What follows belongs to an exercise in optimizing a design on an open flow for small area and a short achievable clock period; a production flow would make more cautious choices.
The RTL was checked by simulation tests, not by an equivalence proof against the original design.
Power is estimated from default activity; no workload was simulated.

// fpm
module fpm(
    input [32:1] a,
    input [32:1] b,
    input clk,
    input rst,
    input in_valid,
    output [32:1] c,
    output out_valid
    );
For scale: about 280 flip-flops, about 100 I/O pins, roughly 0.020 mm² of cells after synthesis.
clock: 5.0 ns
lec_check: 0
cap_margin: 50
core_margin: 2
core_utilization: 60
cts_buf_list: sky130_fd_sc_hd__clkbuf_8
cts_cluster_diameter: 50
cts_cluster_size: 18
setup_slack_margin: 2.4
slew_margin: 70
synth_hierarchical: 1
synth_minimum_keep_size: 0
tns_end_percent: 15
standard.sh (not shown) runs the stock make flow with config.mk's settings and CLKGATE_MAP_FILE= SYNTH_SCRIPT=/design/flow/synth_recipe.tcl, a recipe that flattens the netlist after the stock synthesis.
==> flow/flow/run.sh <==
#!/bin/bash
set -euo pipefail
export BUFFER_PORTS_ARGS="-buffer_cell sky130_fd_sc_hd__buf_2"
bash standard.sh > standard.log 2>&1
==> next run, changes <==
Settings changed: CAP_MARGIN 50 to 20, SETUP_SLACK_MARGIN 2.4 to 2.7, SLEW_MARGIN 70 to 30, TNS_END_PERCENT 15 to 0.
What happened: Synthesized area is unchanged. Setup slack gets worse by 82 ps. Maximum frequency falls by 2.9%. Total power falls by 2.6%.


Starting RTL as in the previous note.
Design fpm, start of the top module:
module fpm(
    input [32:1] a,
    input [32:1] b,
    input clk,
    input rst,
    input in_valid,
    output [32:1] c,
    output out_valid
    );
Settings: LEC_CHECK=0, CAP_MARGIN=50, CORE_MARGIN=2, CORE_UTILIZATION=60, CTS_BUF_LIST=sky130_fd_sc_hd__clkbuf_8 sky130_fd_sc_hd__clkbuf_16, CTS_CLUSTER_DIAMETER=60, CTS_CLUSTER_SIZE=25, SETUP_SLACK_MARGIN=2.7, SLEW_MARGIN=70, SYNTH_HIERARCHICAL=1, SYNTH_MINIMUM_KEEP_SIZE=0, TNS_END_PERCENT=0; clock period 5.0 ns.
Scripts as last shown in full above: flow/flow/run.sh
==> next run, changes <==
CTS_BUF_LIST = not set   (was sky130_fd_sc_hd__clkbuf_8 sky130_fd_sc_hd__clkbuf_16)
CTS_CLUSTER_DIAMETER = not set   (was 60)
CTS_CLUSTER_SIZE = not set   (was 25)
SETUP_SLACK_MARGIN = 3.0   (was 2.7)
After rerunning: The changed run finished clean; first-iteration DRC count climbs by about a fifth; area after synthesis stays the same; power climbs by a few percent; critical path depth drops by 1; global-route usage climbs by 0.52 points; final cell count climbs slightly; routed wire length climbs by a few percent; utilization climbs by 1.5 points; non-clock buffer count climbs by 9; worst setup slack improves by 0.022 ns.
==> next run, changes <==
CTS_BUF_LIST = sky130_fd_sc_hd__clkbuf_8   (was not set)
CTS_CLUSTER_DIAMETER = 50   (was not set)
CTS_CLUSTER_SIZE = 18   (was not set)
PLACE_DENSITY_LB_ADDON = 0.2   (was not set)
SETUP_SLACK_MARGIN = 2.7   (was 3.0)
The new run went through all stages and came out clean.
Register-to-register slack loses 0.03 ns.
Routed wire length fell by 1.5%.
Final area fell by 3.2%.
Cell count fell by 0.95%.
Sequential power is about the same.
==> next run, changes <==
CTS_BUF_LIST = sky130_fd_sc_hd__clkbuf_16   (was sky130_fd_sc_hd__clkbuf_8)
CTS_CLUSTER_DIAMETER = 80   (was 50)
CTS_CLUSTER_SIZE = 40   (was 18)
PLACE_DENSITY_LB_ADDON = not set   (was 0.2)
Utilization fell by 0.41 points.
Power is lower by about 2.8%.
Global-route usage falls by 0.82 points.
Routed wire length fell by 2.3%.
==> next run, changes <==
--- a/flow/flow/run.sh
+++ b/flow/flow/run.sh
@@ -3,0 +4 @@
+export CTS_ARGS="-sink_clustering_enable -repair_clock_nets -buf_list sky130_fd_sc_hd__clkbuf_8 -sink_clustering_size 18 -sink_clustering_max_diameter 50 -dont_use_dummy_load"
CTS_BUF_LIST = sky130_fd_sc_hd__clkbuf_8   (was sky130_fd_sc_hd__clkbuf_16)
CTS_CLUSTER_DIAMETER = 50   (was 80)
CTS_CLUSTER_SIZE = 18   (was 40)
=> Via count is about the same; combinational power increases by about 2%; power came out lower by 1.6%.
==> next run, changes <==
==> flow/flow/run.sh (replaced) <==
#!/bin/bash
set -euo pipefail
export BUFFER_PORTS_ARGS="-buffer_cell sky130_fd_sc_hd__buf_2"
bash standard.sh > standard.log 2>&1
GPL_ROUTABILITY_DRIVEN = 0   (was not set)
=>
- wire length climbs by 4.0%
- design area climbs by 2.5%
- cell count climbs by 1.1%
- die area stays the same
- sequential power barely changes
- via count climbs by 4.1%
- hold slack improves by 0.045 ns
- utilization climbs by 1.8 points
- count of clock-buffer cells in the layout climbs by 7
- total power climbs by 5.5%
- flip-flop and latch count is unchanged

port drivers added, routing unchanged:
The flow's constraints put no driver on any port. The routed layouts listed below were extracted and timed again, unchanged, in two steps. Step 1 assumes that a clkbuf_16 drives the clock port and a buf_2 every other input. Step 2 adds t to the input delays and takes it off the output delays; t is the mean of the earliest and latest rising clock arrival at the registers after step 1. Input paths then give back, and output paths get back, about the clock's delay inside the block. a / b / c = ideal ports / drivers / drivers and shift; a / b = the first two.
run | shift t [ns] | setup WS [ns] | latest minus earliest clock arrival (ns) | slew at the worst register clock pin (ns)
the first run of note 1 | 0.688 | 2.254 / 2.169 / 1.482 | 0.022 / 0.021 | 0.10 / 0.10
the second run of note 1 | 0.625 | 2.173 / 2.114 / 1.490 | 0.031 / 0.031 | 0.10 / 0.10
the first run of note 2 | 0.621 | 2.198 / 2.097 / 1.476 | 0.022 / 0.022 | 0.09 / 0.09
the second run of note 2 | 0.647 | 2.220 / 2.143 / 1.496 | 0.018 / 0.018 | 0.07 / 0.07
the third run of note 2 | 0.596 | 2.101 / 1.988 / 1.392 | 0.051 / 0.052 | 0.09 / 0.09
the fourth run of note 2 | 0.581 | 2.148 / 2.068 / 1.487 | 0.042 / 0.042 | 0.12 / 0.12
the fifth run of note 2 | 0.656 | 2.189 / 2.137 / 1.481 | 0.072 / 0.072 | 0.10 / 0.10
the sixth run of note 2 | 0.621 | 2.208 / 2.118 / 1.497 | 0.031 / 0.030 | 0.10 / 0.10
After both steps setup and hold are still met in every run listed. For the first run of note 1, which loses most, drivers alone change the setup slack by -0.085 ns; drivers and shift together by -0.772 ns.
